From an optimization exercise on the open Yosys and OpenROAD flow, aimed at small area and a short achievable clock period; shortcuts taken in it are not production practice. The flow treats the clock pin as an ideal source. Dropping or thinning the clock tree relies on that and would not hold on a real chip. No activity file was given, so power comes from the tool's default toggle rates.

main:
==> flow/design.v <==
module cmpshift(clk,a,b,ge_m,lt_x,ex,mx,my,sg,sx);
input clk;
input [31:0] a,b;
input ge_m,lt_x;
output reg [7:0] ex;
output reg [22:0] mx;
output reg [23:0] my;
output reg sg,sx;
wire [7:0] e1 = a[30:23];
wire [7:0] e2 = b[30:23];
wire [7:0] emax = lt_x ? e2 : e1;
wire [7:0] emin = lt_x ? e1 : e2;
wire [7:0] diff = emax - emin;
wire [2:0] d12 = e1[2:0] - e2[2:0];
wire [2:0] dl = lt_x ? 3'd0 - d12 : d12;
wire [23:0] ms = ge_m ? {1'b1,b[22:0]} : {1'b1,a[22:0]};
wire big = (|diff[7:5]) | (diff[4] & diff[3]);
wire [23:0] s1 = dl[0] ? {1'd0, ms[23:1]} : ms;
wire [23:0] s2 = dl[1] ? {2'd0, s1[23:2]} : s1;
wire [23:0] s4 = dl[2] ? {4'd0, s2[23:4]} : s2;
wire k0 = ~big & ~diff[4] & ~diff[3];
wire k8 = ~big & diff[3];
wire k16 = ~big & diff[4];
wire [23:0] sh = ({24{k0}} & s4) | ({24{k8}} & {8'd0, s4[23:8]}) | ({24{k16}} & {16'd0, s4[23:16]});
always @(posedge clk) begin
  ex <= emax + 8'h81;
  mx <= lt_x ? b[22:0] : a[22:0];
  my <= sh;
  sg <= lt_x ? b[31] : a[31];
  sx <= a[31] ^ b[31];
end
endmodule
module faddsub(clk,ex,mx,my,sg,sx,t,ex_o,sg_o);
input clk;
input [7:0] ex;
input [22:0] mx;
input [23:0] my;
input sg,sx;
output reg [23:0] t;
output reg [7:0] ex_o;
output reg sg_o;
wire [24:0] sum = {2'b01,mx} + {1'b0,my};
wire neg = sum[24] & sx;
reg [24:0] low;
integer i;
always @* begin
  low[0] = 1'b0;
  for (i = 1; i < 25; i = i + 1)
    low[i] = low[i-1] | sum[i-1];
end
wire [24:0] m = sum ^ ({25{neg}} & low);
always @(posedge clk) begin
  t <= m[24:1];
  ex_o <= ex;
  sg_o <= sg ^ neg;
end
endmodule
module buffer2(clk,t,ex,sg,q);
input clk;
input [23:0] t;
input [7:0] ex;
input sg;
output reg [31:0] q;
wire [7:0] h = t[23:16];
wire [2:0] lz;
assign lz[2] = ~|h[7:4];
assign lz[1] = lz[2] ? ~|h[3:2] : ~|h[7:6];
assign lz[0] = lz[2] ? (lz[1] ? ~h[1] : ~h[3]) : (lz[1] ? ~h[5] : ~h[7]);
wire [22:0] t4 = lz[2] ? {t[18:0],4'd0} : t[22:0];
wire [22:0] t6 = lz[1] ? {t4[20:0],2'd0} : t4;
wire [22:0] t7 = lz[0] ? {t6[21:0],1'd0} : t6;
always @(posedge clk)
  q <= {sg, ex - {5'd0,lz}, t7};
endmodule
module normalized(clk,t,ex,sg,t_o,ex_o,sg_o);
input clk;
input [23:0] t;
input [7:0] ex;
input sg;
output reg [23:0] t_o;
output reg [7:0] ex_o;
output reg sg_o;
wire k16 = ~|t[23:8];
wire k0 = |t[23:16];
wire k8 = ~k0 & ~k16;
wire [23:0] t2 = ({24{k0}} & t) | ({24{k8}} & {t[15:0],8'd0}) | ({24{k16}} & {t[7:0],16'd0});
always @(posedge clk) begin
  t_o <= t2;
  ex_o <= {ex[7:3] - {3'd0,k16,k8}, ex[2:0]};
  sg_o <= sg;
end
endmodule
module fpadd(a,b,clk,out);
input [31:0] a,b;
input clk;
output [31:0] out;
reg [31:0] ra, rb;
reg ge_m, lt_x;
always @(posedge clk) begin
  ra <= a;
  rb <= b;
  ge_m <= a[30:23] >= b[30:23];
  lt_x <= a[30:23] < b[30:23];
end
wire [7:0] ex2;
wire [22:0] mx2;
wire [23:0] my2;
wire sg2, sx2;
cmpshift u_cmp(.clk(clk), .a(ra), .b(rb), .ge_m(ge_m), .lt_x(lt_x), .ex(ex2), .mx(mx2), .my(my2), .sg(sg2), .sx(sx2));
wire [23:0] t3;
wire [7:0] ex3;
wire sg3;
faddsub u_add(.clk(clk), .ex(ex2), .mx(mx2), .my(my2), .sg(sg2), .sx(sx2), .t(t3), .ex_o(ex3), .sg_o(sg3));
wire [23:0] t4;
wire [7:0] ex4;
wire sg4;
normalized u_norm(.clk(clk), .t(t3), .ex(ex3), .sg(sg3), .t_o(t4), .ex_o(ex4), .sg_o(sg4));
buffer2 u_out(.clk(clk), .t(t4), .ex(ex4), .sg(sg4), .q(out));
endmodule
Settings: LEC_CHECK=0, ABC_AREA=1, CAP_MARGIN=20, CORE_MARGIN=2, CORE_UTILIZATION=60, PLACE_DENSITY=0.7, SLEW_MARGIN=20; clock period 13.0 ns.
standard.sh (not shown) runs the stock make flow with config.mk's settings and CLKGATE_MAP_FILE= SYNTH_SCRIPT=/design/flow/synth_recipe.tcl, a recipe that flattens the netlist after the stock synthesis.
==> flow/flow/run.sh <==
#!/bin/bash
# Standard ORFS layout with three changes: plain buffers (not delay cells)
# on the ports (flow/place_hook.tcl); a two-level inverter clock tree in
# place of TritonCTS (flow/cts_hook.tcl); and timing repair asked to leave
# more setup slack than the clock needs, so that it buffers and sizes the
# slowest paths.
set -euo pipefail
here=$(pwd)
export PRE_GLOBAL_PLACE_TCL=$here/flow/place_hook.tcl
export SETUP_SLACK_MARGIN=9.7
export PRE_CTS_TCL=$here/flow/cts_hook.tcl
export MANTREE_LEAVES=12
export MANTREE_ROOTS=2
bash standard.sh > standard.log 2>&1
Other scripts of this flow, unchanged in this note and not shown: flow/flow/cts_hook.tcl, flow/flow/mantree.tcl, flow/flow/place_hook.tcl
Setup changes, main to the feature branch
diff --git a/flow/design.v b/flow/design.v
--- a/flow/design.v
+++ b/flow/design.v
@@ -94,13 +94,21 @@
 input [31:0] a,b;
 input clk;
 output [31:0] out;
+wire [7:0] ea = a[30:23];
+wire [7:0] eb = b[30:23];
+wire [7:0] l = ~ea & eb;
+wire [7:0] e = ~(ea ^ eb);
+wire l_hi = l[7] | (e[7] & l[6]) | (e[7] & e[6] & l[5]) | (e[7] & e[6] & e[5] & l[4]);
+wire l_lo = l[3] | (e[3] & l[2]) | (e[3] & e[2] & l[1]) | (e[3] & e[2] & e[1] & l[0]);
+wire e_hi = &e[7:4];
+wire lt = l_hi | (e_hi & l_lo);
 reg [31:0] ra, rb;
 reg ge_m, lt_x;
 always @(posedge clk) begin
   ra <= a;
   rb <= b;
-  ge_m <= a[30:23] >= b[30:23];
-  lt_x <= a[30:23] < b[30:23];
+  ge_m <= ~lt;
+  lt_x <= lt;
 end
 wire [7:0] ex2;
 wire [22:0] mx2;
==> run notes <==
In the tables for the feature branch and main, clock latency on the worst-skew pair reads lower with the feature branch. Xor/xnor share of the synthesized area delta for the feature branch relative to main: 0.18 points lower. ~same mean post-synth cell area in the feature branch and main. Of the feature branch and main, it is the feature branch that has the higher post-route minimum period. Relative to main, maximum frequency decreased by 0.0096 GHz in the feature branch. Reported leakage power of the feature branch is on par with main. The feature branch vs. main: final worst-path setup slack saw a decrease, total routed wirelength -420 um. Going from main to the feature branch, die footprint held; all-layer global routing usage shows a reduction of 0.39 points. Compared with main, the feature branch shows netlist area before placement lower by 0.31%. The number of multi-input logic gates number comes out lower for the feature branch vs main. Diff the feature branch..main | core utilization | negligible.
No functional check of the RTL was part of any run of this note. In every run of this note, the design's own scripts or RTL, not TritonCTS, make the clock network.

## re-timing with driven ports
Ports are ideal in the flow. The routed layouts listed here were re-timed in OpenROAD. Step 1 (the two cells are an assumption about what drives the block):
set clk [get_ports {clk}]
set_driving_cell -lib_cell sky130_fd_sc_hd__clkbuf_16 $clk
set_driving_cell -lib_cell sky130_fd_sc_hd__buf_2 [delete_from_list [all_inputs] $clk]
Step 2 times the ports against the registers' clock, not the clock port: input delays grow and output delays shrink by t, the midpoint of the rising clock arrivals with the driver on. a / b / c = ideal / step 1 / step 2; a / b = the first two.
| run | shift t [ns] | setup WS [ns] | worst hold slack (ns) | worst setup path at the end | cell pins on the clock port's net |
|---|---|---|---|---|---|
| main | 0.317 | 9.673 / 9.615 / 9.428 | 0.327 / 0.327 / 0.327 | input to register | 2 |
| the feature branch | 0.314 | 9.563 / 9.613 / 9.332 | 0.321 / 0.321 / 0.321 | input to register | 2 |
After both steps every run listed still meets setup and hold. The setup slack of main, which loses most, moves by -0.058 ns with the drivers and by -0.245 ns with both steps.
